Context: an optimization exercise on an open-source flow, tuned for small area and a short achievable clock period. The choices shown serve that exercise and are no tape-out recipe.
The RTL was checked by simulation tests, not by an equivalence proof against the original design.
Power figures rest on the tool's default switching activity, not on a simulated workload.

## flow/design.v (module list and top-level ports; edited modules follow where they fit)
// module alu: 265 lines
// module regfile: 53 lines
// module decode: 204 lines
// module ucode: 1673 lines
// module gb80_cpu: 281 lines
// module rn_decode: 50 lines
// module register: 20 lines
// module nobus_buffer: 28 lines
// module hram: 26 lines
module gb80_cpu(
   F_data, A_data, instruction, IF_data,
   IE_data, regs_data, mem_we_l, mem_re_l, halt, debug_halt,
   cpu_addr_out, data_out,
   data_in,
   IF_in, IE_in, IF_load, IE_load, cpu_mem_disable, clock, reset,
   bp_addr, bp_step, bp_continue, ext_halt
   );
  // ...
==> flow/run.sh <==
#!/bin/bash
# synth_recipe.tcl (not shown) runs the flow's synth.tcl, then flattens the netlist and writes it again
# the make line also repeats each setting of config.mk as NAME=value (left out here)
make -C /OpenROAD-flow-scripts/flow DESIGN_CONFIG=/design/flow/config.mk WORK_HOME=/design/flow/orfs CLKGATE_MAP_FILE= SYNTH_SCRIPT=/design/flow/synth_recipe.tcl finish
==> flow/config.mk <==
export PLATFORM = sky130hd
export DESIGN_NAME = gb80_cpu
export DESIGN_NICKNAME = gb80_cpu
export VERILOG_FILES = /design/flow/design.v
export SDC_FILE = /design/flow/constraint.sdc
export NUM_CORES = 4
export LEC_CHECK = 0
export CAP_MARGIN = 20
export CORE_MARGIN = 2
export CORE_UTILIZATION = 40
export PLACE_DENSITY = 0.55
export SETUP_SLACK_MARGIN = 4.5
export SLEW_MARGIN = 20
==> flow/constraint.sdc <==
create_clock -name core_clock -period 10.0 [get_ports {clock}]
set_input_delay 2.0000 -clock core_clock [delete_from_list [all_inputs] [get_ports {clock}]]
set_output_delay 2.0000 -clock core_clock [all_outputs]
set_load 0.01 [all_outputs]
==> qor.txt, run 1 <==
I/O Buffers - 179
die width - 409 um
multi-input combinational cell area - 26000 um2
setup ws final - 4.24 ns
register-to-register setup slack - 4.48 ns
Max Clk Rate - 174 MHz
largest net degree at the start of global routing - 128
CP max FO - 6
worst-case clock buffer depth - 3
vias in the first global route - 50901
CP max stage cell - nor4_4
gr busiest metal - met2
gr ovfl total - 0
yosys warns - 15
Syn Area/Cell - 11.6 um2
Setup Skew - 0.0584 ns
initial antenna violation count - 5
Worst Setup SP - bp_addr[1]
Row Count - 148
# clk buffers - 209
ys async rst share - 25.2%
max-cap violation count - 0
top-count cell post-synth - edfxtp_1
Worst-path clk slew - 0.06 ns
status - complete, no violations
cts bufs inserted - 148
GR Layer Usage met3 - 7.80%
Post-Synth XOR/XNOR Area - 0.962%
post-DP HPWL - 182 mm
Final setup violation count - 0
most common cell after layout, fill and taps aside - edfxtp_1
DRT Pass-1 Iters - 9
total track usage - 31.7%
HP Start - high_mmmod.written[77]
==> module hram, before the edit <==
module hram(
   rdata,
   wdata, addr, mem_we, reset, clock
   );
   parameter size = 127;  
   output wire [7:0] rdata;
   input [7:0]       wdata;
   input [6:0]       addr;
   input             mem_we;
   input             reset, clock;
   reg [7:0]         data[0:size-1];
   reg [size-1:0]    written;
   always @(posedge clock) begin
      if (mem_we) begin
         data[addr] <= wdata;
      end
   end
   always @(posedge clock or posedge reset) begin
      if (reset) begin
         written <= {size{1'b0}};
      end else if (mem_we) begin
         written[addr] <= 1'b1;
      end
   end
   assign rdata = written[addr] ? data[addr] : 8'hee;
endmodule
==> inputs of run 2 (changes only) <==
--- a/flow/design.v
+++ b/flow/design.v
@@ -2606,4 +2606,29 @@
       end
    end
-   assign rdata = written[addr] ? data[addr] : 8'hee;
+   wire [3:0]        lsel;
+   wire [31:0]       hsel;
+   genvar            k;
+   generate
+      for (k = 0; k < 4; k = k + 1) begin : ldec
+         assign lsel[k] = (addr[1:0] == k);
+      end
+      for (k = 0; k < 32; k = k + 1) begin : hdec
+         assign hsel[k] = (addr[6:2] == k);
+      end
+   endgenerate
+   reg [8:0]         grp, rd;
+   integer           h, l;
+   always @(*) begin
+      rd = 9'd0;
+      for (h = 0; h < 32; h = h + 1) begin
+         grp = 9'd0;
+         for (l = 0; l < 4; l = l + 1) begin
+            if (h * 4 + l < size) begin
+               grp = grp | ({9{lsel[l]}} & {written[h*4+l], data[h*4+l]});
+            end
+         end
+         rd = rd | ({9{hsel[h]}} & grp);
+      end
+   end
+   assign rdata = rd[8] ? rd[7:0] : 8'hee;
 endmodule
--- a/flow/config.mk
+++ b/flow/config.mk
@@ -8,6 +8,7 @@
 export CAP_MARGIN = 20
 export CORE_MARGIN = 2
-export CORE_UTILIZATION = 40
-export PLACE_DENSITY = 0.55
+export CORE_UTILIZATION = 55
+export CTS_BUF_LIST = sky130_fd_sc_hd__clkbuf_4 sky130_fd_sc_hd__clkbuf_8
+export PLACE_DENSITY = 0.65
 export SETUP_SLACK_MARGIN = 4.5
 export SLEW_MARGIN = 20
==> qor.txt, run 2 <==
status - complete, no violations (unchanged)
CTS sink cnt - 1358 (unchanged)
yosys warns - 15 (unchanged)
Die Area - 123000 um2 (was 167000 um2)
Power Dens Cells - 360 nW/um2 (was 341 nW/um2)
Synth cell types - 119 (was 123)
worst hold path type - register to register (unchanged)
Ports - 184 (unchanged)
Sum Neg Setup Slack - 0 ns (unchanged)
first-pass GRT wire length - 384 mm (was 387 mm)
Post-Route WL - 274 mm (was 273 mm)
post-layout min period - 6.08 ns (was 5.76 ns)
Combinational Power Share - 56.2% (was 50.1%)
CP arrival - 4.08 ns (was 3.76 ns)
Primary FF master, synth - edfxtp_1 (unchanged)
CP max FO - 3 (was 6)
total area of sequential cells - 39200 um2 (about the same)
Crit Path Class - input port to output pin (unchanged)
Slew @ Worst Pin - 1.34 ns (was 1.20 ns)
max-cap violation count - 0 (unchanged)
final instance area - 80100 um2 (was 77500 um2)
Largest regs - high_mmmod.data (1016), high_mmmod.written (127), gb80_regfile.mem (80) (unchanged)
vias per inst - 7.29 (was 6.56)
Net Switching - 13.6 mW (was 12.0 mW)
Worst-path clk slew - 0.06 ns (about the same)
routed length per placed instance - 34.8 um (was 33.4 um)
Rel. slew slack - 10.6% (was 19.1%)
cts bufs inserted - 210 (was 148)
Final Net Count - 6189 (was 6010)
Max Clk Rate - 164 MHz (was 174 MHz)
Row Count - 127 (was 148)
WP data required - 8.00 ns (about the same)
Post-DRT Antenna Nets - 0 (unchanged)
Yosys top cell area share - 46.0% (was 46.6%)
clock power share - 16.8% (was 20.7%)
Seq pwr share - 27.0% (was 29.2%)
commonest non-fill, non-tap cells in the layout - 1016 x edfxtp_1, 446 x nand2_1, 378 x nor2_1 (was 1016 x edfxtp_1, 480 x a22oi_1, 475 x nor2_1)
Fill cells - 8809 (was 14673)
largest cells by area after synthesis - edfxtp_1 46%, dfrtp_1 11%, a22o_1 4.0%, a221oi_1 3.9%, nand2_1 2.6% (was edfxtp_1 47%, dfrtp_1 11%, a22oi_1 5.5%, nor2_1 2.8%, nand2_1 2.8%)
Seq/Total Area, Yosys - 59.0% (was 59.7%)
die height - 351 um (was 409 um)
Worst setup EP type - output pin (unchanged)
gr ovfl total - 0 (unchanged)
drt drc - 0 (unchanged)
largest net degree at the start of global routing - 152 (was 128)
hold_ws - 0.459 ns (was 0.455 ns)
total track usage - 43.3% (was 31.7%)
synthesized cell area - 66300 um2 (was 65500 um2)
I/O Buffers - 179 (unchanged)
Max IR drop VDD - 0.000237 V (was 0.000362 V)
vias - 57370 (was 53769)
ys async rst share - 25.2% (unchanged)
most common cell after layout, fill and taps aside - edfxtp_1 (unchanged)
core area - 120000 um2 (was 163000 um2)
Clk Latency, worst-skew pair - 0.97 ns (was 0.81 ns)
Syn Area/Cell - 11.7 um2 (was 11.6 um2)
top cells by count, synth - 1016 x edfxtp_1, 465 x nand2_1, 420 x nor2_1 (was 1016 x edfxtp_1, 487 x nor2_1, 482 x a22oi_1)
internal power - 15.2 mW (was 14.4 mW)
multi-input combinational cell area - 28500 um2 (was 26000 um2)
die width - 351 um (was 409 um)
cell taking the most area after synthesis - edfxtp_1 (unchanged)
CTS tree - yes (unchanged)
initial antenna violation count - 11 (was 5)
Pins Over Slew Limit - 0 (unchanged)
HP Start - high_mmmod.written[8] (was high_mmmod.written[77])
max reg flops - 1016 (unchanged)
Final setup violation count - 0 (unchanged)
Yosys reg bits - 1358 (unchanged)
P&R area growth vs syn - 20.9% (was 18.2%)
EDFF count, synth - 1016 (unchanged)
top-count cell post-synth - edfxtp_1 (unchanged)
CTS Root Cell - clkbuf_8 (was clkbuf_16)
power consumption - 28.9 mW (was 26.4 mW)
DRT Pass-1 Iters - 9 (unchanged)
vias in the first global route - 53181 (was 50901)
Sw Ratio - 47.3% (was 45.6%)
synthesized instance count - 5644 (was 5664)
Largest Register - high_mmmod.data (unchanged)
dpl cell area - 70000 um2 (about the same)
Placer Congestion - 1.07 (was 1.06)
H-tree levels - 4 (unchanged)
RSZ-0062 raised after global routing - true (unchanged)
worst-case clock buffer depth - 3 (unchanged)
DR iter-0 viols - 9850 (was 7259)
final hold vios - 0 (unchanged)
Worst Setup SP - bp_addr[3] (was bp_addr[1])
hold-fix buffers at CTS - 0 (unchanged)
register-to-register setup slack - 3.97 ns (was 4.48 ns)
Initial Util - 55.4% (was 40.3%)
Setup Skew - 0.0785 ns (was 0.0584 ns)
share of cells above drive strength 1 - 23.2% (was 16.2%)
Worst R2R Start - gb80_decode.cycle[3] (was gb80_decode.cw[47])
post-DP HPWL - 182 mm (about the same)
P_leak - 28.3 nW (was 26.7 nW)
Final period util - 60.8% (was 57.6%)
crit start category - input port (unchanged)
-- run 2: cell count changes after synthesis, sizes merged, moves of 32 or more --
cell and change:
a22o +230, nor2 -67, o21ai -60, o22ai +137, nand4 -46, a22oi -447
a21oi -32, nor4 +46, a221oi +214, a41oi -47
-- run 2: kinds of logic (layout without fill, tap and decap cells) --
| family | Yosys count | count (layout) | share of synthesized area [%] |
|---|---|---|---|
| AO/OA/AOI/OAI | 1964 | 1966 | 22.0 |
| XOR/XNOR | 69 | 69 | 0.933 |
| adder cells (fa/ha/maj) | 66 | 66 | 1.26 |
| buffers and inverters | 487 | 1092 | 3.03 |
| flip-flops | 1358 | 1358 | 59.0 |
| multiplexers | 155 | 155 | 2.55 |
| other | 1 | 8 | 0.00566 |
| AND/OR/NAND/NOR | 1544 | 1544 | 11.2 |
-- run 2: timing repair --
action / CTS / global route
buffers inserted: 209 / 81
hold endpoints to repair: 0 / 0
pin swaps: 111 / 152
gates cloned: 6 / 0
setup endpoints to repair: 1242 / 692
gates resized for setup: 442 / 357
-- run 2: worst paths after layout --
kind / to / cells past startpoint
max in group asynchronous: gb80_decode.cw[46] / 4
min in group asynchronous: high_mmmod.written[59] / 2
max: halt / 10
min reg2reg: high_mmmod.written[8] / 1
min: high_mmmod.written[8] / 1
max reg2reg: gb80_decode.cw[17] / 26
-- run 2: cell type report --
cell class | count | share of cell area, %
Antenna cell | 4 | 0.0125
Clock buffer | 286 | 4.41
Clock inverter | 99 | 1.10
Inverter | 99 | 0.521
Multi-Input combinational cell | 3804 | 35.6
Sequential cell | 1358 | 48.9
Tap cell | 1612 | 2.52
Timing Repair Buffer | 608 | 6.99
-- run 2: metal layers --
layer,GRT usage [%],vias up,wire length (um)
met2,60.8,4695,114000
met5,0,-,130
met3,16.0,932,41100
met4,17.6,14,14200
met1,60.6,28309,104000
li1,-,23420,-
-- run 2: critical path, cell delays in order --
cell	delay [ns]
buf_8	0.10
xnor2_4	0.17
nand4_1	0.14
or3_4	0.44
or3_4	0.41
nor2_4	0.19
nor3_4	0.10
buf_6	0.17
a22o_1	0.21
buf_2	0.14
-- run 2: power by group through the flow --
stage	Clock [mW]	Sequential [mW]	Combinational [mW]
global placement	0	7.84	12.4
CTS	4.85	7.73	14.2
finish	4.85	7.78	16.2
floorplan	0	7.80	7.23
detailed placement	0	7.85	12.3
global route	5.10	7.79	16.6
-- run 2: metrics by stage --
stage,instances,util (%),worst slack [ns]
6_report,7870,67.0,3.92
2_1_floorplan,5647,-,3.46
3_3_place_gp,7182,58.5,2.02
4_1_cts,7784,65.1,3.99
5_1_grt,7867,67.0,3.88
3_5_place_dp,7184,58.5,1.87
==> module decode, before the edit <==
module decode( 
   regfile_rn_in, regfile_rn_out, regfile_we, regfile_change16,
   regfile_inc, regfile_jp_hl, addr_buf_load, addr_buf_write,
   data_buf_load, data_buf_write, addr_buf_load_ext,
   addr_buf_write_ext, data_buf_load_ext, data_buf_write_ext,
   inst_reg_load, A_load, F_load, temp1_load, temp0_load, IF_load_l,
   IME_set, IME_reset, regfile_data_gate, A_data_gate, F_data_gate,
   alu_data_gate, regfile_addr_gate, interrupt_data_gate,
   alu_data1_in_sel, alu_data0_in_sel, addr_ff00_sel, alu_op,
   alu_size, halt, debug_halt, bp_hit,
   bp_step, bp_continue, bp_pc, instruction, next_instruction, flags,
   interrupt, IME_data, clock, reset, ext_halt
   );
   output wire [4:0]  regfile_rn_in, regfile_rn_out;
   output wire        regfile_we;
   output wire        regfile_change16, regfile_inc;
   output wire        regfile_jp_hl;
   output wire        addr_buf_load, addr_buf_write;
   output wire        data_buf_load, data_buf_write;
   output wire        addr_buf_load_ext, addr_buf_write_ext;
   output wire        data_buf_load_ext, data_buf_write_ext;
   output wire        inst_reg_load, A_load, F_load, temp1_load, temp0_load;
   output wire        IF_load_l, IME_set, IME_reset;
   output wire        regfile_data_gate, A_data_gate, F_data_gate;
   output wire        alu_data_gate;
   output wire        regfile_addr_gate, interrupt_data_gate;
   output wire [1:0]  alu_data1_in_sel, alu_data0_in_sel;
   output wire        addr_ff00_sel;
   output wire [4:0]  alu_op;
   output wire [1:0]  alu_size;
   output wire        halt;
   output reg         debug_halt;
   output wire        bp_hit;
   input              bp_step, bp_continue, bp_pc;
   input [7:0]        instruction;
   input [7:0]        next_instruction;
   input [3:0]        flags;
   input              interrupt, IME_data;
   input              clock, reset;
   input              ext_halt;
   reg                step_inst, step_pressed, continue_pressed;
   reg                cb, branch_taken, halted, interrupt_handle;
   reg [4:0]          cycle;
   localparam CW_W = 55;
   reg [CW_W-1:0]     cw;
   wire [4:0]         cw_rn_in, cw_rn_out;
   wire               cw_we, cw_change16, cw_inc, cw_jp_hl;
   wire               cw_addr_buf_load, cw_addr_buf_write;
   wire               cw_data_buf_load, cw_data_buf_write;
   wire               cw_addr_buf_load_ext, cw_addr_buf_write_ext;
   wire               cw_data_buf_load_ext, cw_data_buf_write_ext;
   wire               cw_inst_reg_load, cw_A_load, cw_F_load;
   wire               cw_temp1_load, cw_temp0_load;
   wire               cw_IF_load_l, cw_IME_set, cw_IME_reset;
   wire               cw_regfile_data_gate, cw_A_data_gate, cw_F_data_gate;
   wire               cw_alu_data_gate, cw_regfile_addr_gate;
   wire               cw_interrupt_data_gate;
   wire [1:0]         cw_alu_data1_in_sel, cw_alu_data0_in_sel;
   wire               cw_addr_ff00_sel;
   wire [4:0]         cw_alu_op;
   wire [1:0]         cw_alu_size;
   wire [3:0]         cw_m_cycles;
   wire               cw_set_cb, cw_set_bt, cw_halt_set;
   assign {cw_rn_in, cw_rn_out, cw_we, cw_change16, cw_inc, cw_jp_hl, cw_addr_buf_load, cw_addr_buf_write, cw_data_buf_load, cw_data_buf_write, cw_addr_buf_load_ext, cw_addr_buf_write_ext, cw_data_buf_load_ext, cw_data_buf_write_ext, cw_inst_reg_load, cw_A_load, cw_F_load, cw_temp1_load, cw_temp0_load, cw_IF_load_l, cw_IME_set, cw_IME_reset, cw_regfile_data_gate, cw_A_data_gate, cw_F_data_gate, cw_alu_data_gate, cw_regfile_addr_gate, cw_interrupt_data_gate, cw_alu_data1_in_sel, cw_alu_data0_in_sel, cw_addr_ff00_sel, cw_alu_op, cw_alu_size, cw_m_cycles, cw_set_cb, cw_set_bt, cw_halt_set} = cw;
   wire               stall = debug_halt & ~step_inst;
   wire               int_entry = ~debug_halt & interrupt & IME_data &
                                  (cycle == 5'd0);
   wire               idle = ~stall & ~int_entry & ~interrupt_handle &
                             halted & ~(~IME_data & interrupt);
   wire               run = ~stall & ~int_entry & ~idle;
   wire               halt_bug = run & ~interrupt_handle & (cycle == 5'd1) &
                                 halted & ~IME_data & interrupt;
   assign bp_hit = (cycle == 5'd0) & bp_pc & ~debug_halt;
   assign regfile_rn_in = cw_rn_in;
   assign regfile_rn_out = cw_rn_out;
   assign regfile_we = (run & cw_we & ~halt_bug) | int_entry;
   assign regfile_change16 = cw_change16;
   assign regfile_inc = cw_inc;
   assign regfile_jp_hl = cw_jp_hl;
   assign addr_buf_load = run & cw_addr_buf_load;
   assign addr_buf_write = cw_addr_buf_write;
   assign data_buf_load = run & cw_data_buf_load;
   assign data_buf_write = cw_data_buf_write;
   assign addr_buf_load_ext = run & cw_addr_buf_load_ext;
   assign addr_buf_write_ext = run & cw_addr_buf_write_ext;
   assign data_buf_load_ext = run & cw_data_buf_load_ext;
   assign data_buf_write_ext = run & cw_data_buf_write_ext;
   assign inst_reg_load = run & cw_inst_reg_load;
   assign A_load = run & cw_A_load;
   assign F_load = run & cw_F_load;
   assign temp1_load = (run & cw_temp1_load) | int_entry;
   assign temp0_load = run & cw_temp0_load;
   assign IF_load_l = run & cw_IF_load_l;
   assign IME_set = run & cw_IME_set;
   assign IME_reset = (run & cw_IME_reset) | int_entry;
   assign regfile_data_gate = cw_regfile_data_gate;
   assign A_data_gate = cw_A_data_gate;
   assign F_data_gate = cw_F_data_gate;
   assign alu_data_gate = cw_alu_data_gate;
   assign regfile_addr_gate = cw_regfile_addr_gate;
   assign interrupt_data_gate = cw_interrupt_data_gate;
   assign alu_data1_in_sel = cw_alu_data1_in_sel;
   assign alu_data0_in_sel = cw_alu_data0_in_sel;
   assign addr_ff00_sel = cw_addr_ff00_sel;
   assign alu_op = cw_alu_op;
   assign alu_size = cw_alu_size;
   wire               halt_d = (halted & ~int_entry & ~halt_bug) |
                               (run & cw_halt_set);
   assign halt = (ext_halt | bp_hit) ? halted : halt_d;
   wire [3:0]         m_cycles = (stall | idle) ? 4'd1 : cw_m_cycles;
   wire [5:0]         next_cycle_high = {1'b0, cycle} + 6'b1;
   wire               last = next_cycle_high[5:2] == m_cycles;
   wire [4:0]         next_cycle = last ? 5'd0 : next_cycle_high[4:0];
   wire               next_cb = ~last & (cb | (run & cw_set_cb));
   wire               next_branch_taken = ~last &
                                          (branch_taken | (run & cw_set_bt));
   wire               next_interrupt_handle = ~last & interrupt_handle;
   wire               entering = int_entry & ~bp_hit;
   wire [7:0]         next_inst = (run & cw_inst_reg_load) ? next_instruction :
                      instruction;
   always @(posedge clock or posedge reset) begin
      if (reset) begin
         cycle <= 5'd0;
         cb <= 1'b0;
         branch_taken <= 1'b0;
         halted <= 1'd0;
         interrupt_handle <= 1'b0;
         debug_halt <= 1'b0;
         step_inst <= 1'b0;
         step_pressed <= 1'b0;
         continue_pressed <= 1'b0;
      end else if (ext_halt) begin
      end else begin
         cycle <= next_cycle;
         cb <= next_cb;
         branch_taken <= next_branch_taken;
         interrupt_handle <= next_interrupt_handle | entering;
         halted <= halt;
         if (last) begin
            step_inst <= step_pressed | bp_step;
            debug_halt <= (continue_pressed | bp_continue) ? 1'b0 : debug_halt;
            step_pressed <= 1'b0;
            continue_pressed <= 1'b0;
         end else begin
            debug_halt <= debug_halt | bp_hit;
            step_pressed <= step_pressed | bp_step;
            continue_pressed <= continue_pressed | bp_continue;
         end
      end
   end
   wire [CW_W-1:0]    cw_next, cw_int1, cw_reset;
   ucode ucode_next(
      .regfile_rn_in(cw_next[54:50]),
      .regfile_rn_out(cw_next[49:45]),
      .regfile_we(cw_next[44]),
      .regfile_change16(cw_next[43]),
      .regfile_inc(cw_next[42]),
      .regfile_jp_hl(cw_next[41]),
      .addr_buf_load(cw_next[40]),
      .addr_buf_write(cw_next[39]),
      .data_buf_load(cw_next[38]),
      .data_buf_write(cw_next[37]),
      .addr_buf_load_ext(cw_next[36]),
      .addr_buf_write_ext(cw_next[35]),
      .data_buf_load_ext(cw_next[34]),
      .data_buf_write_ext(cw_next[33]),
      .inst_reg_load(cw_next[32]),
      .A_load(cw_next[31]),
      .F_load(cw_next[30]),
      .temp1_load(cw_next[29]),
      .temp0_load(cw_next[28]),
      .IF_load_l(cw_next[27]),
      .IME_set(cw_next[26]),
      .IME_reset(cw_next[25]),
      .regfile_data_gate(cw_next[24]),
      .A_data_gate(cw_next[23]),
      .F_data_gate(cw_next[22]),
      .alu_data_gate(cw_next[21]),
      .regfile_addr_gate(cw_next[20]),
      .interrupt_data_gate(cw_next[19]),
      .alu_data1_in_sel(cw_next[18:17]),
      .alu_data0_in_sel(cw_next[16:15]),
      .addr_ff00_sel(cw_next[14]),
      .alu_op(cw_next[13:9]),
      .alu_size(cw_next[8:7]),
      .m_cycles(cw_next[6:3]),
      .set_cb(cw_next[2]),
      .set_bt(cw_next[1]),
      .halt_set(cw_next[0]),
      .regfile_inc_pc(),
      .cycle(next_cycle), .instruction(next_inst), .cb(next_cb),
      .branch_taken(next_branch_taken),
      .interrupt_handle(next_interrupt_handle),
      .flags(flags));
   localparam [CW_W-1:0] CW_INT1 = 55'h21804001000028;
   localparam [CW_W-1:0] CW_RESET = 55'h4e890000180008;
   always @(posedge clock or posedge reset) begin
      if (reset) begin
         cw <= CW_RESET;
      end else if (~ext_halt) begin
         cw <= entering ? CW_INT1 : cw_next;
      end
   end
endmodule  
==> module gb80_cpu, before the edit <==
module gb80_cpu(
   F_data, A_data, instruction, IF_data,
   IE_data, regs_data, mem_we_l, mem_re_l, halt, debug_halt,
   cpu_addr_out, data_out,
   data_in,
   IF_in, IE_in, IF_load, IE_load, cpu_mem_disable, clock, reset,
   bp_addr, bp_step, bp_continue, ext_halt
   );
   output wire [15:0] cpu_addr_out;
   output wire [7:0]  data_out;
   input [7:0]        data_in;
   output wire [7:0] F_data;
   output wire [7:0] A_data, instruction;
   output wire [79:0] regs_data;
   output wire [4:0] IF_data, IE_data;
   output wire  mem_we_l, mem_re_l;
   output wire  halt;
   output wire  debug_halt;
   input [4:0]  IF_in, IE_in;
   input        IF_load, IE_load;
   input        cpu_mem_disable;
   input        clock, reset, ext_halt;
   input [15:0] bp_addr;
   input        bp_step, bp_continue;
   parameter
     F_Z = 3, F_N = 2, F_H = 1, F_C = 0,
     I_HILO = 4, I_SERIAL = 3, I_TIMA = 2, I_LCDC = 1, I_VBLANK = 0;
   wire [15:0]  addr_bus;
   wire [7:0]   data_bus;
   wire         bp_pc;
   assign bp_pc = regs_data[15:0] == bp_addr;
   wire        addr_buf_load_ext, addr_buf_write_ext;
   wire        data_buf_load_ext, data_buf_write_ext;
   wire [7:0]   data_ext_out, data_ext_in;
   wire [15:0]  addr_ext_out, addr_ext_in;
	assign cpu_addr_out = addr_ext_out; 
   wire         high_mem = (16'hff80 <= addr_ext_out) & 
                (addr_ext_out <= 16'hfffe); 
   wire         bp_hit;
   wire         kill = ext_halt | bp_hit;
   wire [7:0]   high_mem_rdata;
   assign data_ext_in = (high_mem) ? high_mem_rdata :
                        (cpu_mem_disable) ? 8'h0 : data_in;
   assign addr_ext_in = 16'h0;
   assign data_out = data_ext_out;
   hram #(127) high_mmmod(.rdata(high_mem_rdata),
                          .wdata(data_ext_out),
                          .addr(addr_ext_out[6:0]),
                          .mem_we(addr_buf_write_ext & data_buf_write_ext &
                                  high_mem & ~kill),
                          .reset(reset),
                          .clock(clock));
   wire [7:0]    temp1_data, temp0_data;
   wire [4:0]   IF_in_l, IE_in_l;
   wire         IME_data;
   wire         IE_load_l;
   reg [4:0]   interrupt_mask;  
   reg [2:0]   interrupt_sel;  
   reg [3:0]   interrupt_addr_bits;  
   wire         IF_load_l;  
   wire         interrupt_data_gate;  
   wire         interrupt;  
   assign interrupt = ~((IF_data & IE_data) == 5'd0);
   assign IF_in_l = (IF_load_l & ~kill) ? IF_in | (IF_data & interrupt_mask) : IF_in;
   assign IE_load_l = (~mem_we_l) ? addr_ext_out == 16'hffff : 1'b0;
   assign IE_in_l = (IE_load_l) ? data_ext_out[4:0] : IE_in;
   always @(*) begin
      casex (IF_data & IE_data)
        5'bxx_xx1: begin
           interrupt_sel = 3'd0;
           interrupt_mask = 5'b11_110;
        end
        5'bxx_x10: begin
           interrupt_sel = 3'd1;
           interrupt_mask = 5'b11_101;
        end
        5'bxx_100: begin
           interrupt_sel = 3'd2;
           interrupt_mask = 5'b11_011;
        end
        5'bx1_000: begin
           interrupt_sel = 3'd3;
           interrupt_mask = 5'b10_111;
        end
        5'b10_000: begin
           interrupt_sel = 3'd4;
           interrupt_mask = 5'b01_111;
        end
        5'b00_000: begin
           interrupt_sel = 3'd0;
           interrupt_mask = 5'b11_111;
        end
      endcase  
      case (interrupt_sel)
        3'd0: interrupt_addr_bits = 4'b1000;
        3'd1: interrupt_addr_bits = 4'b1001;
        3'd2: interrupt_addr_bits = 4'b1010;
        3'd3: interrupt_addr_bits = 4'b1011;
        3'd4: interrupt_addr_bits = 4'b1100;
        default: interrupt_addr_bits = 4'd0;
      endcase  
   end
   wire [7:0]   alu_data_out;
   reg [7:0]    alu_data1_in, alu_data0_in;
   wire [3:0]   alu_flags_in, alu_flags_out;
   assign alu_flags_in = F_data[7:4];
   wire [15:0]  regfile_data_out, regfile_data_addr;
   wire [7:0]   regfile_data_in;
   wire        addr_buf_load, addr_buf_write;
   wire        data_buf_load, data_buf_write;
   assign mem_we_l = ~(data_buf_write_ext & ~high_mem & ~cpu_mem_disable & ~kill);
   assign mem_re_l = ~(data_buf_load_ext & ~high_mem & ~cpu_mem_disable & ~kill);
   wire        inst_reg_load, A_load, F_load, temp1_load, temp0_load;
   wire        IME_set, IME_reset;
   wire        regfile_data_gate, A_data_gate, F_data_gate, regfile_addr_gate;
   wire        alu_data_gate;
   wire [1:0]  alu_data1_in_sel, alu_data0_in_sel;
   wire        addr_ff00_sel;
   wire [4:0]  alu_op;
   wire [1:0]  alu_size;
   wire [4:0]  regfile_rn_in, regfile_rn_out;
   wire        regfile_we, regfile_change16, regfile_inc, regfile_jp_hl;
   assign regfile_data_addr = (addr_ff00_sel) ? {8'hff, regfile_data_out[7:0]} :
                              regfile_data_out;
   always @(*) begin
      case (alu_data0_in_sel)
         2'd0: alu_data0_in = data_bus_src;
         2'd1: alu_data0_in = temp0_data;
         2'd2: alu_data0_in = {2'd0, instruction[5:3], 3'd0};
         2'd3: alu_data0_in = (temp0_data[7]) ? 8'hff : 8'h00;
      endcase
   end
   always @(*) begin
      case (alu_data1_in_sel)
        2'd0: alu_data1_in = A_data;
        2'd1: alu_data1_in = data_bus_src;
        2'd2: alu_data1_in = regfile_data_out;
        2'd3: alu_data1_in = temp1_data;
      endcase
   end
   assign regfile_data_in = data_bus;
   nobus_buffer #(8, 0) data_buf(.bus_in(data_bus),
                                 .bus_out(data_buf_q),
                                 .bus_ext_out(data_ext_out),
                                 .bus_ext_in(data_ext_in),
                                 .bus_read(data_buf_load & ~kill),
                                 .bus_write(data_buf_write),
                                 .bus_ext_read(data_buf_load_ext & ~kill),
                                 .clock(clock),
                                 .reset(reset));
   nobus_buffer #(16, 0) addr_buf(.bus_in(addr_bus),
                                  .bus_out(addr_buf_q),
                                  .bus_ext_out(addr_ext_out),
                                  .bus_ext_in(addr_ext_in),
                                  .bus_read(addr_buf_load & ~kill),
                                  .bus_write(addr_buf_write),
                                  .bus_ext_read(addr_buf_load_ext & ~kill),
                                  .clock(clock),
                                  .reset(reset));
   register #(8, 0) inst_reg(.q(instruction),
                             .d(data_bus),
                             .load(inst_reg_load & ~kill),
                             .clock(clock),
                             .reset(reset));
   register #(8, 8'h11) A_reg(.q(A_data),
                          .d(alu_data_out),
                          .load(A_load & ~kill),
                          .clock(clock),
                          .reset(reset));
   register #(8, 8'hB0) F_reg(.q(F_data),
                          .d({alu_flags_out, 4'b0}),
                          .load(F_load & ~kill),
                          .clock(clock),
                          .reset(reset));
   register #(8, 0) temp1_reg(.q(temp1_data),
                              .d(data_bus),
                              .load(temp1_load & ~kill),
                              .clock(clock),
                              .reset(reset));
   register #(8, 0) temp0_reg(.q(temp0_data),
                              .d(data_bus),
                              .load(temp0_load & ~kill),
                              .clock(clock),
                              .reset(reset));
   register #(5, 0) IF_reg(.q(IF_data),
                           .d(IF_in_l),
                           .load((IF_load_l & ~kill) | IF_load),
                           .clock(clock),
                           .reset(reset));
   register #(5, 0) IE_reg(.q(IE_data),
                           .d(IE_in_l),
                           .load((IE_load_l | IE_load) & ~ext_halt),
                           .clock(clock),
                           .reset(reset));
   register #(1, 1) IME_reg(.q(IME_data),
                            .d(IME_set),
                            .load((IME_set | IME_reset) & ~kill),
                            .clock(clock),
                            .reset(reset));
   wire [7:0]   data_buf_q;
   wire [15:0]  addr_buf_q;
   wire [7:0]   data_bus_src;
   assign data_bus_src = ({8{data_buf_write}} & data_buf_q) |
                         ({8{regfile_data_gate}} & regfile_data_out[7:0]) |
                         ({8{A_data_gate}} & A_data) |
                         ({8{F_data_gate}} & F_data) |
                         ({8{interrupt_data_gate}} &
                          {1'd0, interrupt_addr_bits, 3'd0});
   assign data_bus = data_bus_src | ({8{alu_data_gate}} & alu_data_out);
   assign addr_bus = ({16{addr_buf_write}} & addr_buf_q) |
                     ({16{regfile_addr_gate}} & regfile_data_addr[15:0]);
   alu gb80_alu( 
                .alu_data_out           (alu_data_out[7:0]),
                .alu_flags_out          (alu_flags_out[3:0]),
                .alu_data0_in           (alu_data0_in[7:0]),
                .alu_data1_in           (alu_data1_in[7:0]),
                .alu_op                 (alu_op[4:0]),
                .alu_flags_in           (alu_flags_in[3:0]),
                .alu_size               (alu_size[1:0]));
   regfile gb80_regfile( 
                        .regs_data      (regs_data[79:0]),
                        .regfile_data_out(regfile_data_out[15:0]),
                        .regfile_data_in(regfile_data_in[7:0]),
                        .regfile_rn_in  (regfile_rn_in[4:0]),
                        .regfile_rn_out (regfile_rn_out[4:0]),
                        .regfile_we     (regfile_we & ~kill),
                        .regfile_change16(regfile_change16),
                        .regfile_inc    (regfile_inc),
                        .regfile_jp_hl  (regfile_jp_hl),
                        .reset          (reset),
                        .clock          (clock),
                        .halt           (halt));
   decode gb80_decode( 
                      .regfile_rn_in    (regfile_rn_in[4:0]),
                      .regfile_rn_out   (regfile_rn_out[4:0]),
                      .regfile_we       (regfile_we),
                      .regfile_change16 (regfile_change16),
                      .regfile_inc      (regfile_inc),
                      .regfile_jp_hl    (regfile_jp_hl),
                      .addr_buf_load    (addr_buf_load),
                      .addr_buf_write   (addr_buf_write),
                      .data_buf_load    (data_buf_load),
                      .data_buf_write   (data_buf_write),
                      .addr_buf_load_ext(addr_buf_load_ext),
                      .addr_buf_write_ext(addr_buf_write_ext),
                      .data_buf_load_ext(data_buf_load_ext),
                      .data_buf_write_ext(data_buf_write_ext),
                      .inst_reg_load    (inst_reg_load),
                      .A_load           (A_load),
                      .F_load           (F_load),
                      .temp1_load       (temp1_load),
                      .temp0_load       (temp0_load),
                      .IF_load_l        (IF_load_l),
                      .IME_set          (IME_set),
                      .IME_reset        (IME_reset),
                      .regfile_data_gate(regfile_data_gate),
                      .A_data_gate      (A_data_gate),
                      .F_data_gate      (F_data_gate),
                      .alu_data_gate    (alu_data_gate),
                      .regfile_addr_gate(regfile_addr_gate),
                      .interrupt_data_gate(interrupt_data_gate),
                      .alu_data1_in_sel (alu_data1_in_sel[1:0]),
                      .alu_data0_in_sel (alu_data0_in_sel[1:0]),
                      .addr_ff00_sel    (addr_ff00_sel),
                      .alu_op           (alu_op[4:0]),
                      .alu_size         (alu_size[1:0]),
                      .halt             (halt),
                      .ext_halt         (ext_halt),
                      .debug_halt       (debug_halt),
                      .bp_hit           (bp_hit),
                      .bp_step          (bp_step),
                      .bp_continue      (bp_continue),
                      .bp_pc            (bp_pc), 
                      .instruction      (instruction[7:0]),
                      .next_instruction (data_buf_q),
                      .flags            (F_data[7:4]),
                      .interrupt        (interrupt),
                      .IME_data         (IME_data),
                      .clock            (clock),
                      .reset            (reset));
endmodule  
==> inputs of run 3 (changes only) <==
--- a/flow/design.v
+++ b/flow/design.v
@@ -430,7 +430,7 @@
    assign alu_op = cw_alu_op;
    assign alu_size = cw_alu_size;
-   wire               halt_d = (halted & ~int_entry & ~halt_bug) |
-                               (run & cw_halt_set);
-   assign halt = (ext_halt | bp_hit) ? halted : halt_d;
+   assign halt = ext_halt ? halted :
+                 ((halted & ~(int_entry & ~bp_pc) & ~halt_bug) |
+                  (run & cw_halt_set));
    wire [3:0]         m_cycles = (stall | idle) ? 4'd1 : cw_m_cycles;
    wire [5:0]         next_cycle_high = {1'b0, cycle} + 6'b1;
@@ -2252,5 +2252,5 @@
                           .addr(addr_ext_out[6:0]),
                           .mem_we(addr_buf_write_ext & data_buf_write_ext &
-                                  high_mem & ~kill),
+                                  high_mem & ~ext_halt),
                           .reset(reset),
                           .clock(clock));
@@ -2266,5 +2266,5 @@
    wire         interrupt;  
    assign interrupt = ~((IF_data & IE_data) == 5'd0);
-   assign IF_in_l = (IF_load_l & ~kill) ? IF_in | (IF_data & interrupt_mask) : IF_in;
+   assign IF_in_l = (IF_load_l & ~ext_halt) ? IF_in | (IF_data & interrupt_mask) : IF_in;
    assign IE_load_l = (~mem_we_l) ? addr_ext_out == 16'hffff : 1'b0;
    assign IE_in_l = (IE_load_l) ? data_ext_out[4:0] : IE_in;
@@ -2313,6 +2313,6 @@
    wire        addr_buf_load, addr_buf_write;
    wire        data_buf_load, data_buf_write;
-   assign mem_we_l = ~(data_buf_write_ext & ~high_mem & ~cpu_mem_disable & ~kill);
-   assign mem_re_l = ~(data_buf_load_ext & ~high_mem & ~cpu_mem_disable & ~kill);
+   assign mem_we_l = ~(data_buf_write_ext & ~high_mem & ~cpu_mem_disable & ~ext_halt);
+   assign mem_re_l = ~(data_buf_load_ext & ~high_mem & ~cpu_mem_disable & ~ext_halt);
    wire        inst_reg_load, A_load, F_load, temp1_load, temp0_load;
    wire        IME_set, IME_reset;
@@ -2348,7 +2348,7 @@
                                  .bus_ext_out(data_ext_out),
                                  .bus_ext_in(data_ext_in),
-                                 .bus_read(data_buf_load & ~kill),
+                                 .bus_read(data_buf_load & ~ext_halt),
                                  .bus_write(data_buf_write),
-                                 .bus_ext_read(data_buf_load_ext & ~kill),
+                                 .bus_ext_read(data_buf_load_ext & ~ext_halt),
                                  .clock(clock),
                                  .reset(reset));
@@ -2359,20 +2359,20 @@
                                   .bus_read(addr_buf_load & ~kill),
                                   .bus_write(addr_buf_write),
-                                  .bus_ext_read(addr_buf_load_ext & ~kill),
+                                  .bus_ext_read(addr_buf_load_ext & ~ext_halt),
                                   .clock(clock),
                                   .reset(reset));
    register #(8, 0) inst_reg(.q(instruction),
                              .d(data_bus),
-                             .load(inst_reg_load & ~kill),
+                             .load(inst_reg_load & ~ext_halt),
                              .clock(clock),
                              .reset(reset));
    register #(8, 8'h11) A_reg(.q(A_data),
                           .d(alu_data_out),
-                          .load(A_load & ~kill),
+                          .load(A_load & ~ext_halt),
                           .clock(clock),
                           .reset(reset));
    register #(8, 8'hB0) F_reg(.q(F_data),
                           .d({alu_flags_out, 4'b0}),
-                          .load(F_load & ~kill),
+                          .load(F_load & ~ext_halt),
                           .clock(clock),
                           .reset(reset));
@@ -2384,10 +2384,10 @@
    register #(8, 0) temp0_reg(.q(temp0_data),
                               .d(data_bus),
-                              .load(temp0_load & ~kill),
+                              .load(temp0_load & ~ext_halt),
                               .clock(clock),
                               .reset(reset));
    register #(5, 0) IF_reg(.q(IF_data),
                            .d(IF_in_l),
-                           .load((IF_load_l & ~kill) | IF_load),
+                           .load((IF_load_l & ~ext_halt) | IF_load),
                            .clock(clock),
                            .reset(reset));
@@ -2606,29 +2606,4 @@
       end
    end
-   wire [3:0]        lsel;
-   wire [31:0]       hsel;
-   genvar            k;
-   generate
-      for (k = 0; k < 4; k = k + 1) begin : ldec
-         assign lsel[k] = (addr[1:0] == k);
-      end
-      for (k = 0; k < 32; k = k + 1) begin : hdec
-         assign hsel[k] = (addr[6:2] == k);
-      end
-   endgenerate
-   reg [8:0]         grp, rd;
-   integer           h, l;
-   always @(*) begin
-      rd = 9'd0;
-      for (h = 0; h < 32; h = h + 1) begin
-         grp = 9'd0;
-         for (l = 0; l < 4; l = l + 1) begin
-            if (h * 4 + l < size) begin
-               grp = grp | ({9{lsel[l]}} & {written[h*4+l], data[h*4+l]});
-            end
-         end
-         rd = rd | ({9{hsel[h]}} & grp);
-      end
-   end
-   assign rdata = rd[8] ? rd[7:0] : 8'hee;
+   assign rdata = written[addr] ? data[addr] : 8'hee;
 endmodule
--- a/flow/config.mk
+++ b/flow/config.mk
@@ -8,7 +8,6 @@
 export CAP_MARGIN = 20
 export CORE_MARGIN = 2
-export CORE_UTILIZATION = 55
-export CTS_BUF_LIST = sky130_fd_sc_hd__clkbuf_4 sky130_fd_sc_hd__clkbuf_8
-export PLACE_DENSITY = 0.65
+export CORE_UTILIZATION = 40
+export PLACE_DENSITY = 0.55
 export SETUP_SLACK_MARGIN = 4.5
 export SLEW_MARGIN = 20
==> qor.txt, run 3 <==
EDFF count, synth - 1016 (unchanged)
Row Count - 148 (was 127)
total track usage - 33.3% (was 43.3%)
Worst R2R Start - gb80_decode.cycle[1] (was gb80_decode.cycle[3])
Ports - 184 (unchanged)
CTS Root Cell - clkbuf_16 (was clkbuf_8)
cell chain of the critical path - clkbuf_2 > xor2_2 > nor4_4 > nand4_1 > buf_6 > and2_4 > nor2_4 > o21ai_2 > nand2_2 > buf_6 (was buf_8 > xnor2_4 > nand4_1 > or3_4 > or3_4 > nor2_4 > nor3_4 > buf_6 > a22o_1 > buf_2)
Worst-path clk slew - 0.05 ns (was 0.06 ns)
first-pass GRT wire length - 402 mm (was 384 mm)
DRT Pass-1 Iters - 8 (was 9)
die width - 409 um (was 351 um)
Synth cell types - 115 (was 119)
final hold vios - 0 (unchanged)
Max Clk Rate - 181 MHz (was 164 MHz)
post-layout min period - 5.52 ns (was 6.08 ns)
Fill cells - 14721 (was 8809)
Final setup violation count - 0 (unchanged)
share of cells above drive strength 1 - 18.5% (was 23.2%)
synthesized instance count - 5714 (was 5644)
H-tree levels - 4 (unchanged)
Worst Setup SP - bp_addr[8] (was bp_addr[3])
Seq/Total Area, Yosys - 59.5% (was 59.0%)
cts bufs inserted - 147 (was 210)
vias in the first global route - 51521 (was 53181)
worst-case clock buffer depth - 3 (unchanged)
Sum Neg Setup Slack - 0 ns (unchanged)
top-count cell post-synth - edfxtp_1 (unchanged)
Worst path max stage delay - 0.43 ns (was 0.44 ns)
drt drc - 0 (unchanged)
cell taking the most area after synthesis - edfxtp_1 (unchanged)
Clk Latency, worst-skew pair - 0.82 ns (was 0.97 ns)
worst hold path type - register to register (unchanged)
vias - 54541 (was 57370)
commonest non-fill, non-tap cells in the layout - 1016 x edfxtp_1, 494 x nor2_1, 416 x nand2_1 (was 1016 x edfxtp_1, 446 x nand2_1, 378 x nor2_1)
CTS sink cnt - 1358 (unchanged)
Power Dens Cells - 356 nW/um2 (was 360 nW/um2)
Worst setup EP type - output pin (unchanged)
crit start category - input port (unchanged)
diode count - 0 (was 4)
Placed Cells - 7850 (was 7184)
HP Start - high_mmmod.written[118] (was high_mmmod.written[8])
most frequent CP cell - buf_6 (was or3_4)
die height - 409 um (was 351 um)
Die Area - 168000 um2 (was 123000 um2)
max-cap violation count - 0 (unchanged)
synthesized cell area - 65800 um2 (was 66300 um2)
Final period util - 55.2% (was 60.8%)
largest net degree at the start of global routing - 158 (was 152)
max reg flops - 1016 (unchanged)
post-DP HPWL - 190 mm (was 182 mm)
DR iter-0 viols - 7260 (was 9850)
most common cell after layout, fill and taps aside - edfxtp_1 (unchanged)
Post-Route WL - 286 mm (was 274 mm)
CP arrival - 3.52 ns (was 4.08 ns)
vias per inst - 6.57 (was 7.29)
Setup Skew - 0.0556 ns (was 0.0785 ns)
Syn Area/Cell - 11.5 um2 (was 11.7 um2)
yosys warns - 15 (unchanged)
fin cells - 8306 (was 7870)
Largest regs - high_mmmod.data (1016), high_mmmod.written (127), gb80_regfile.mem (80) (unchanged)
ys async rst share - 25.2% (unchanged)
initial antenna violation count - 9 (was 11)
Yosys top cell area share - 46.4% (was 46.0%)
I/O Buffers - 179 (unchanged)
top cells by count, synth - 1016 x edfxtp_1, 518 x nor2_1, 439 x nand2_1 (was 1016 x edfxtp_1, 465 x nand2_1, 420 x nor2_1)
Placer Congestion - 1.02 (was 1.07)
Largest Register - high_mmmod.data (unchanged)
Initial Util - 40.4% (was 55.4%)
Max IR drop VDD - 0.000243 V (was 0.000237 V)
routed length per placed instance - 34.5 um (was 34.8 um)
RSZ-0062 raised after global routing - true (unchanged)
status - complete, no violations (unchanged)
largest cells by area after synthesis - edfxtp_1 46%, dfrtp_1 11%, a22oi_1 4.7%, nor2_1 3.0%, nand2_1 2.5% (was edfxtp_1 46%, dfrtp_1 11%, a22o_1 4.0%, a221oi_1 3.9%, nand2_1 2.6%)
Crit Path Class - input port to output pin (unchanged)
Primary FF master, synth - edfxtp_1 (unchanged)
Final Net Count - 6123 (was 6189)
WP data required - 8.00 ns (about the same)
CTS tree - yes (unchanged)
core area - 163000 um2 (was 120000 um2)
dpl cell area - 70400 um2 (was 70000 um2)
Pins Over Slew Limit - 0 (unchanged)
Rel. slew slack - 15.3% (was 10.6%)
Slew @ Worst Pin - 1.27 ns (was 1.34 ns)
P_leak - 27.3 nW (was 28.3 nW)
Yosys reg bits - 1358 (unchanged)
CP max stage cell - nor4_4 (was or3_4)
CP max FO - 2 (was 3)
P&R area growth vs syn - 20.1% (was 20.9%)
Post-DRT Antenna Nets - 0 (unchanged)
hold-fix buffers at CTS - 0 (unchanged)
gr ovfl total - 0 (unchanged)
final instance area - 79000 um2 (was 80100 um2)
run 3: cells by family after synthesis:
family	Yosys count	synth area share [%]
adders and majority gates	65	1.25
DFF	1358	59.5
buffers and inverters	504	3.10
muxes	160	2.74
AOI/OAI and AO/OA	1942	20.9
xor gates and xnor gates	64	0.873
other	1	0.00570
and+or+nand+nor	1620	11.7
run 3: area by class of cell:
class | instances | area (um2) | share of cell area [%]
Clock inverter | 62 | 703 | 0.890
Sequential cell | 1358 | 39200 | 49.6
Clock buffer | 202 | 3980 | 5.03
Tap cell | 2175 | 2720 | 3.45
Inverter | 95 | 397 | 0.502
Multi-Input combinational cell | 3858 | 26900 | 34.1
Timing Repair Buffer | 556 | 5100 | 6.45
run 3: layer usage:
metal  global-route usage (%)  routed length [um]  up-vias
li1                         -                   -    22947
met1                     48.4              123000    27804
met2                     48.0              122000     3200
met3                     8.50               29900      578
met4                     11.4               11000       12
met5                        0                 160        -
run 3: where the power goes:
group	switching (mW)	internal, mW
Combinational	10.0	4.86
Sequential	0.800	7.10
Clock	2.34	2.98
Total	13.1	14.9
run 3: repair_timing:
action | 4_1_cts | 5_1_grt
gates cloned | 6 | 0
setup endpoints to repair | 1230 | 126
pin swaps | 76 | 95
gates resized for setup | 385 | 184
buffers inserted | 113 | 73
run 3: per-stage QoR:
stage	setup slack, ns	utilization, %	hold slack [ns]	total power, mW
3_5_place_dp	2.45	43.2	0.444	20.4
3_3_place_gp	2.49	43.2	0.438	20.5
5_1_grt	4.39	48.5	0.467	28.9
6_report	4.48	48.5	0.455	28.1
4_1_cts	4.34	47.6	0.457	26.9
2_1_floorplan	3.46	-	0.428	14.6
run 3: critical path, delay by kind of cell:
kind | cells | cell delay [ns]
compound gates | 1 | 0.07
xor+xnor | 1 | 0.15
buf+inv | 3 | 0.38
simple gates | 5 | 0.92
run 3: final timing paths:
check | endpoint | slack (ns) | cells after the start
setup / recovery | halt | 4.48 | 10
hold / removal | high_mmmod.written[118] | 0.45 | 1
setup reg to reg | gb80_decode.cw[44] | 4.51 | 22
hold reg to reg | high_mmmod.written[118] | 0.45 | 1
max in group asynchronous | data_buf.q[4] | 6.76 | 3
min in group asynchronous | high_mmmod.written[8] | 1.74 | 2
==> inputs of run 4 (changes only) <==
--- a/flow/config.mk
+++ b/flow/config.mk
@@ -10,4 +10,4 @@
 export CORE_UTILIZATION = 40
 export PLACE_DENSITY = 0.55
-export SETUP_SLACK_MARGIN = 4.5
+export SETUP_SLACK_MARGIN = 5.0
 export SLEW_MARGIN = 20
==> qor.txt, run 4 <==
Placer Congestion - 1.04 (was 1.02)
Row Count - 148 (unchanged)
post-synthesis mux area share - 2.74% (unchanged)
Worst path max stage delay - 0.41 ns (was 0.43 ns)
commonest non-fill, non-tap cells in the layout - 1016 x edfxtp_1, 463 x nor2_1, 411 x a22oi_1 (was 1016 x edfxtp_1, 494 x nor2_1, 416 x nand2_1)
worst hold path type - register to register (unchanged)
vias - 55965 (was 54541)
ys async rst share - 25.2% (unchanged)
Fill cells - 14588 (was 14721)
initial antenna violation count - 7 (was 9)
CP max stage cell - nor4_2 (was nor4_4)
Seq/Total Area, Yosys - 59.5% (unchanged)
largest cells by area after synthesis - edfxtp_1 46%, dfrtp_1 11%, a22oi_1 4.7%, nor2_1 3.0%, nand2_1 2.5% (unchanged)
Post-Route WL - 288 mm (was 286 mm)
Max Clk Rate - 180 MHz (was 181 MHz)
top cells by count, synth - 1016 x edfxtp_1, 518 x nor2_1, 439 x nand2_1 (unchanged)
CTS Root Cell - clkbuf_16 (unchanged)
Synth cell types - 115 (unchanged)
synthesized instance count - 5714 (unchanged)
Largest regs - high_mmmod.data (1016), high_mmmod.written (127), gb80_regfile.mem (80) (unchanged)
largest net degree at the start of global routing - 143 (was 158)
Worst-path clk slew - 0.06 ns (was 0.05 ns)
cell chain of the critical path - buf_2 > xor2_1 > nor4_2 > nand4_1 > buf_6 > and2_4 > nor2_4 > o21ai_2 > nand2_1 > buf_2 (was clkbuf_2 > xor2_2 > nor4_4 > nand4_1 > buf_6 > and2_4 > nor2_4 > o21ai_2 > nand2_2 > buf_6)
worst-case clock buffer depth - 3 (unchanged)
top-count cell post-synth - edfxtp_1 (unchanged)
post-synthesis adder-cell area fraction - 1.25% (unchanged)
CTS sink cnt - 1358 (unchanged)
cell taking the most area after synthesis - edfxtp_1 (unchanged)
cts bufs inserted - 147 (unchanged)
post-layout min period - 5.56 ns (was 5.52 ns)
vias per inst - 6.67 (was 6.57)
first-pass GRT wire length - 403 mm (was 402 mm)
Ports - 184 (unchanged)
Slew @ Worst Pin - 1.28 ns (was 1.27 ns)
Primary FF master, synth - edfxtp_1 (unchanged)
Final Util - 49.8% (was 48.5%)
Die Area - 168000 um2 (unchanged)
final hold vios - 0 (unchanged)
EDFF count, synth - 1016 (unchanged)
vias in the first global route - 52323 (was 51521)
Sum Neg Setup Slack - 0 ns (unchanged)
Power Dens Cells - 361 nW/um2 (was 356 nW/um2)
die width - 409 um (unchanged)
Setup Skew - 0.0867 ns (was 0.0556 ns)
status - complete, no violations (unchanged)
power consumption - 29.3 mW (was 28.1 mW)
CP max FO - 2 (unchanged)
total track usage - 33.2% (was 33.3%)
synthesized cell area - 65800 um2 (unchanged)
die height - 409 um (unchanged)
max reg flops - 1016 (unchanged)
H-tree levels - 4 (unchanged)
P&R area growth vs syn - 23.5% (was 20.1%)
gr ovfl total - 0 (unchanged)
DR iter-0 viols - 7808 (was 7260)
DRT Pass-1 Iters - 8 (unchanged)
core area - 163000 um2 (unchanged)
I/O Buffers - 179 (unchanged)
post-synthesis compound-gate area fraction - 20.9% (unchanged)
most common cell after layout, fill and taps aside - edfxtp_1 (unchanged)
hold_ws - 0.453 ns (was 0.455 ns)
Crit Path Class - input port to output pin (unchanged)
max-cap violation count - 0 (unchanged)
Yosys reg bits - 1358 (unchanged)
Pins Over Slew Limit - 0 (unchanged)
most frequent CP cell - buf_2 (was buf_6)
Worst setup EP type - output pin (unchanged)
largest family of logic cells by synthesized area - compound AO/OA/AOI/OAI gates (unchanged)
Post-DRT Antenna Nets - 0 (unchanged)
P_leak - 28.1 nW (was 27.3 nW)
Rel. slew slack - 13.9% (was 15.3%)
post-synthesis simple-gate area fraction - 11.7% (unchanged)
Initial Util - 40.4% (unchanged)
Syn Area/Cell - 11.5 um2 (unchanged)
Final Net Count - 6199 (was 6123)
CTS tree - yes (unchanged)
Final setup violation count - 0 (unchanged)
Final period util - 55.6% (was 55.2%)
routed length per placed instance - 34.3 um (was 34.5 um)
crit start category - input port (unchanged)
drt drc - 0 (unchanged)
Clk Latency, worst-skew pair - 0.82 ns (about the same)
Max IR drop VDD - 0.000245 V (was 0.000243 V)
WP data required - 8.00 ns (about the same)
Largest Register - high_mmmod.data (unchanged)
share of cells above drive strength 1 - 22.1% (was 18.5%)
post-DP HPWL - 187 mm (was 190 mm)
Yosys top cell area share - 46.4% (unchanged)
yosys warns - 15 (unchanged)
CP arrival - 3.56 ns (was 3.52 ns)
RSZ-0062 raised after global routing - true (unchanged)
Post-Synth XOR/XNOR Area - 0.873% (unchanged)
-- run 4: changes by cell type in the layout (fill, tap and decap cells not counted), sizes merged, moves of 6 or more --
| cell | delta |
|---|---|
| buf | +71 |
| inv | -6 |
| clkinv | +23 |
| clkbuf | -11 |
-- run 4: repair_timing --
item                       in CTS  in global routing
hold buffers                    0                  0
cloned                          7                  4
setup endpoints to repair    1289                323
buffers inserted              193                 90
resized for setup             546                310
pin swaps                     148                150
-- run 4: metal layers --
layer	up-vias	GRT usage, %	share of wire [%]
met5	-	0	0.0045
li1	23125	-	-
met2	3623	47.5	42
met4	2	12.1	4.5
met1	28497	48.7	42
met3	718	7.81	11
-- run 4: cells by family (layout without fill, tap and decap cells) --
kind of cell / after synthesis / in the layout
compound gates: 1942 / 1943
mux: 160 / 160
other cells: 1 / 6
buf+inv: 504 / 993
xor+xnor: 64 / 64
fa+ha+maj: 65 / 65
flops: 1358 / 1358
simple gates: 1620 / 1624
-- run 4: through the flow --
stage               cells  cell area, um2  setup slack (ns)
floorplan            5717           66100              3.46
global placement     7822           70300              2.66
detailed placement   7822           70300              2.56
CTS                  8290           79000              4.39
global route         8386           81200              4.36
finish               8388           81200              4.44
-- run 4: worst paths after layout --
kind	from	endpoint	slack, ns	cells past startpoint
min	high_mmmod.written[18]	high_mmmod.written[18]	0.45	1
max reg2reg	gb80_decode.cycle[1]	gb80_decode.cw[49]	4.50	27
min in group asynchronous	reset	high_mmmod.written[28]	1.52	2
max in group asynchronous	reset	gb80_decode.cw[46]	6.34	4
min reg2reg	high_mmmod.written[18]	high_mmmod.written[18]	0.45	1
max	bp_addr[1]	halt	4.44	10
-- run 4: power breakdown --
part           total (mW)  switching (mW)  internal [mW]
clock                5.35            2.37           2.98
combinational        16.0            10.4           5.58
sequential           8.03           0.941           7.09
total                29.3            13.7           15.7
-- run 4: cell type report --
| cell class | instances | area [um2] | area share [%] |
|---|---|---|---|
| Clock inverter | 78 | 865 | 1.06 |
| Clock buffer | 190 | 3900 | 4.80 |
| Inverter | 95 | 437 | 0.538 |
| Antenna cell | 2 | 5.00 | 0.00616 |
| Tap cell | 2175 | 2720 | 3.35 |
| Timing Repair Buffer | 630 | 5940 | 7.31 |
| Sequential cell | 1358 | 39200 | 48.3 |
| Multi-Input combinational cell | 3860 | 28200 | 34.7 |
-- run 4: critical path: cells and delay by family --
family / cells / cell delay (ns)
compound gates: 1 / 0.06
xor+xnor: 1 / 0.16
buf+inv: 3 / 0.43
simple gates: 5 / 0.91
==> inputs of run 5 (changes only) <==
--- a/flow/config.mk
+++ b/flow/config.mk
@@ -10,4 +10,4 @@
 export CORE_UTILIZATION = 40
 export PLACE_DENSITY = 0.55
-export SETUP_SLACK_MARGIN = 5.0
+export SETUP_SLACK_MARGIN = 4.0
 export SLEW_MARGIN = 20
==> qor.txt, run 5 <==
cell taking the most area after synthesis - edfxtp_1 (unchanged)
Largest regs - high_mmmod.data (1016), high_mmmod.written (127), gb80_regfile.mem (80) (unchanged)
Worst Setup SP - gb80_decode.cycle[0] (was bp_addr[1])
CP arrival - 6.71 ns (was 3.56 ns)
Final Net Count - 6009 (was 6199)
CTS sink cnt - 1358 (unchanged)
DRT Pass-1 Iters - 9 (was 8)
yosys warns - 15 (unchanged)
CTS tree - yes (unchanged)
max reg flops - 1016 (unchanged)
Post-Route WL - 285 mm (was 288 mm)
Pins Over Slew Limit - 0 (unchanged)
RSZ-0062 raised after global routing - true (unchanged)
Final period util - 60.5% (was 55.6%)
setup ws final - 3.95 ns (was 4.44 ns)
Synth cell types - 115 (unchanged)
Die Area - 168000 um2 (unchanged)
metal3 WL - 28.5 mm (was 31.8 mm)
pre-CTS WS - 2.36 ns (was 2.56 ns)
routed length per placed instance - 34.8 um (was 34.3 um)
top cells by count, synth - 1016 x edfxtp_1, 518 x nor2_1, 439 x nand2_1 (unchanged)
top sig layer - met5 (unchanged)
largest net degree at the start of global routing - 145 (was 143)
Initial Util - 40.4% (unchanged)
cts bufs inserted - 148 (was 147)
Worst path top cell family by delay - simple AND/OR/NAND/NOR gates (unchanged)
critical path depth in cells - 21 (was 10)
CP max FO - 14 (was 2)
Placer Congestion - 1.02 (was 1.04)
Worst path max stage delay - 0.85 ns (was 0.41 ns)
register-to-register setup slack - 3.95 ns (was 4.50 ns)
status - complete, no violations (unchanged)
first-pass GRT wire length - 399 mm (was 403 mm)
I/O Buffers - 179 (unchanged)
DR iter-0 viols - 8178 (was 7808)
EDFF count, synth - 1016 (unchanged)
Final setup violation count - 0 (unchanged)
vias in the first global route - 50958 (was 52323)
Clk Latency, worst-skew pair - 0.81 ns (was 0.82 ns)
top-count cell post-synth - edfxtp_1 (unchanged)
DR WL met2 - 122 mm (about the same)
Ports - 184 (unchanged)
reg2reg path depth - 21 (was 27)
synthesized instance count - 5714 (unchanged)
CP max stage cell - o21ai_0 (was nor4_2)
total area of sequential cells - 39200 um2 (about the same)
total track usage - 33.0% (was 33.2%)
Max IR drop VDD - 0.000257 V (was 0.000245 V)
share of cells above drive strength 1 - 14.3% (was 22.1%)
worst-case clock buffer depth - 3 (unchanged)
commonest non-fill, non-tap cells in the layout - 1016 x edfxtp_1, 506 x nor2_1, 429 x nand2_1 (was 1016 x edfxtp_1, 463 x nor2_1, 411 x a22oi_1)
Yosys reg bits - 1358 (unchanged)
ys async rst share - 25.2% (unchanged)
gr ovfl total - 0 (unchanged)
P_leak - 26.4 nW (was 28.1 nW)
post-DP HPWL - 192 mm (was 187 mm)
worst hold path type - register to register (unchanged)
vias - 54236 (was 55965)
CTS Root Cell - clkbuf_16 (unchanged)
multi-input combinational cell area - 25800 um2 (was 28200 um2)
Metal-1 WL - 124 mm (was 121 mm)
drt drc - 0 (unchanged)
crit start category - register (was input port)
H-tree levels - 4 (unchanged)
Syn Area/Cell - 11.5 um2 (unchanged)
Worst R2R Start - gb80_decode.cycle[0] (was gb80_decode.cycle[1])
WP data required - 10.67 ns (was 8.00 ns)
largest cells by area after synthesis - edfxtp_1 46%, dfrtp_1 11%, a22oi_1 4.7%, nor2_1 3.0%, nand2_1 2.5% (unchanged)
Buffers & Inverters on Critical Path - 4 (was 3)
Worst-path clk slew - 0.06 ns (about the same)
Rel. slew slack - 19.4% (was 13.9%)
Worst setup EP type - register (was output pin)
most common cell after layout, fill and taps aside - edfxtp_1 (unchanged)
power consumption - 27.0 mW (was 29.3 mW)
P&R area growth vs syn - 16.9% (was 23.5%)
die height - 409 um (unchanged)
post-layout min period - 6.05 ns (was 5.56 ns)
initial antenna violation count - 14 (was 7)
Row Count - 148 (unchanged)
Fill cells - 14935 (was 14588)
Max Clk Rate - 165 MHz (was 180 MHz)
core area - 163000 um2 (unchanged)
final hold vios - 0 (unchanged)
Largest Register - high_mmmod.data (unchanged)
Primary FF master, synth - edfxtp_1 (unchanged)
vias per inst - 6.62 (was 6.67)
Crit Path Class - register to register (was input port to output pin)
Seq/Total Area, Yosys - 59.5% (unchanged)
Slew @ Worst Pin - 1.18 ns (was 1.28 ns)
synthesized cell area - 65800 um2 (unchanged)
Yosys top cell area share - 46.4% (unchanged)
Power Dens Cells - 351 nW/um2 (was 361 nW/um2)
Post-DRT Antenna Nets - 0 (unchanged)
die width - 409 um (unchanged)
max-cap violation count - 0 (unchanged)
cell chain of the critical path - inv_1 > ha_1 > or4b_4 > a311oi_4 > buf_4 > nand2_2 > nor2_4 > buf_12 > mux2i_4 > inv_1 > ha_4 > nor4bb_1 > nand2_1 > mux2_2 > nand2_1 > nor2_1 > and3_1 > nand4_1 > o21ai_0 > a21oi_1 > a21o_1 (was buf_2 > xor2_1 > nor4_2 > nand4_1 > buf_6 > and2_4 > nor2_4 > o21ai_2 > nand2_1 > buf_2)
Setup Skew - 0.0558 ns (was 0.0867 ns)
worst reg2reg path endpoint - gb80_decode.cw[4] (was gb80_decode.cw[49])
Worst Setup EP - gb80_decode.cw[4] (was halt)
Sum Neg Setup Slack - 0 ns (unchanged)
==> run 5: cell counts after synthesis <==
No cell type changed its count.
==> run 5: final cells by class <==
class                           count  share of cell area, %
Tap cell                         2175                   3.54
Sequential cell                  1358                   50.9
Clock buffer                      192                   5.17
Multi-Input combinational cell   3857                   33.5
Timing Repair Buffer              442                   5.28
Antenna cell                        4                 0.0130
Inverter                           95                  0.498
Clock inverter                     71                   1.04
==> run 5: worst min-delay path by stage <==
| stage | start | to | slack (ns) | cells after the start |
|---|---|---|---|---|
| floorplan | high_mmmod.written[78] | high_mmmod.written[78] | 0.43 | 1 |
| global placement | high_mmmod.written[82] | high_mmmod.written[82] | 0.44 | 1 |
| detailed placement | high_mmmod.written[82] | high_mmmod.written[82] | 0.44 | 1 |
| CTS | high_mmmod.written[82] | high_mmmod.written[82] | 0.46 | 1 |
| global route | high_mmmod.written[80] | high_mmmod.written[80] | 0.46 | 1 |
| finish | high_mmmod.written[82] | high_mmmod.written[82] | 0.45 | 1 |
==> run 5: per-stage QoR <==
stage	utilization, %	instances	instance area (um2)	hold slack, ns
floorplan	-	5717	65800	0.428
global placement	43.1	7854	70300	0.438
detailed placement	43.1	7854	70300	0.444
CTS	46.6	8144	75900	0.456
global route	47.2	8191	76900	0.462
finish	47.2	8194	76900	0.453
==> run 5: logic make-up after synthesis <==
| logic type | share of synthesized area, % |
|---|---|
| other | 0.00570 |
| DFF | 59.5 |
| adders and majority gates | 1.25 |
| buffers and inverters | 3.10 |
| and+or+nand+nor | 11.7 |
| muxes | 2.74 |
| xor gates and xnor gates | 0.873 |
| AOI/OAI and AO/OA | 20.9 |
==> run 5: layer usage <==
metal	up-vias	GRT usage, %
met5	-	0
met4	2	10.7
met3	529	6.44
met2	3348	48.0
met1	27597	49.1
li1	22760	-
==> run 5: where the power goes <==
part | switching, mW | internal, mW
clock network | 2.35 | 3.05
logic | 9.42 | 4.18
registers | 0.920 | 7.09
total | 12.7 | 14.3
==> run 5: timing repair <==
item / 4_1_cts / 5_1_grt
cloned: 2 / 2
endpoints found under the hold margin: 0 / 0
gates resized for setup: 143 / 99
setup buffers: 25 / 42
hold buffers: 0 / 0
endpoints found under the setup margin: 195 / 112
pin swaps: 14 / 26

port drivers added, routing unchanged:
The results above use ideal ports. As a check the final layouts listed here were re-extracted and re-timed, cells and wires unchanged. Step 1 sets driving cells, clkbuf_16 on the clock port and buf_2 on the other inputs (assumed; they add their load-dependent delay and slew). Step 2 times the ports against the registers' clock, not the clock port: input delays grow and output delays shrink by t, the midpoint of the rising clock arrivals with the driver on. Slacks: ideal ports / drivers / drivers and shift; pairs: ideal ports / drivers.
run | t (ns) | setup WS [ns] | hold slack, ns | worst slew at a driven data input, ns | cell pins on the clock port's net
run 1 | 0.865 | 4.241 / 4.215 / 3.779 | 0.455 / 0.455 / 0.455 | 0.07 | 1
run 2 | 1.010 | 3.916 / 3.878 / 2.960 | 0.459 / 0.459 / 0.459 | 0.05 | 1
run 3 | 0.887 | 4.476 / 4.444 / 4.444 | 0.455 / 0.455 / 0.455 | 0.06 | 1
run 4 | 0.854 | 4.439 / 4.407 / 4.333 | 0.453 / 0.453 / 0.453 | 0.05 | 1
run 5 | 0.880 | 3.955 / 3.955 / 3.955 | 0.453 / 0.453 / 0.453 | 0.06 | 1
After both steps every run listed still meets setup and hold. For run 2, which loses most, drivers alone change the setup slack by -0.038 ns; drivers and shift together by -0.956 ns.
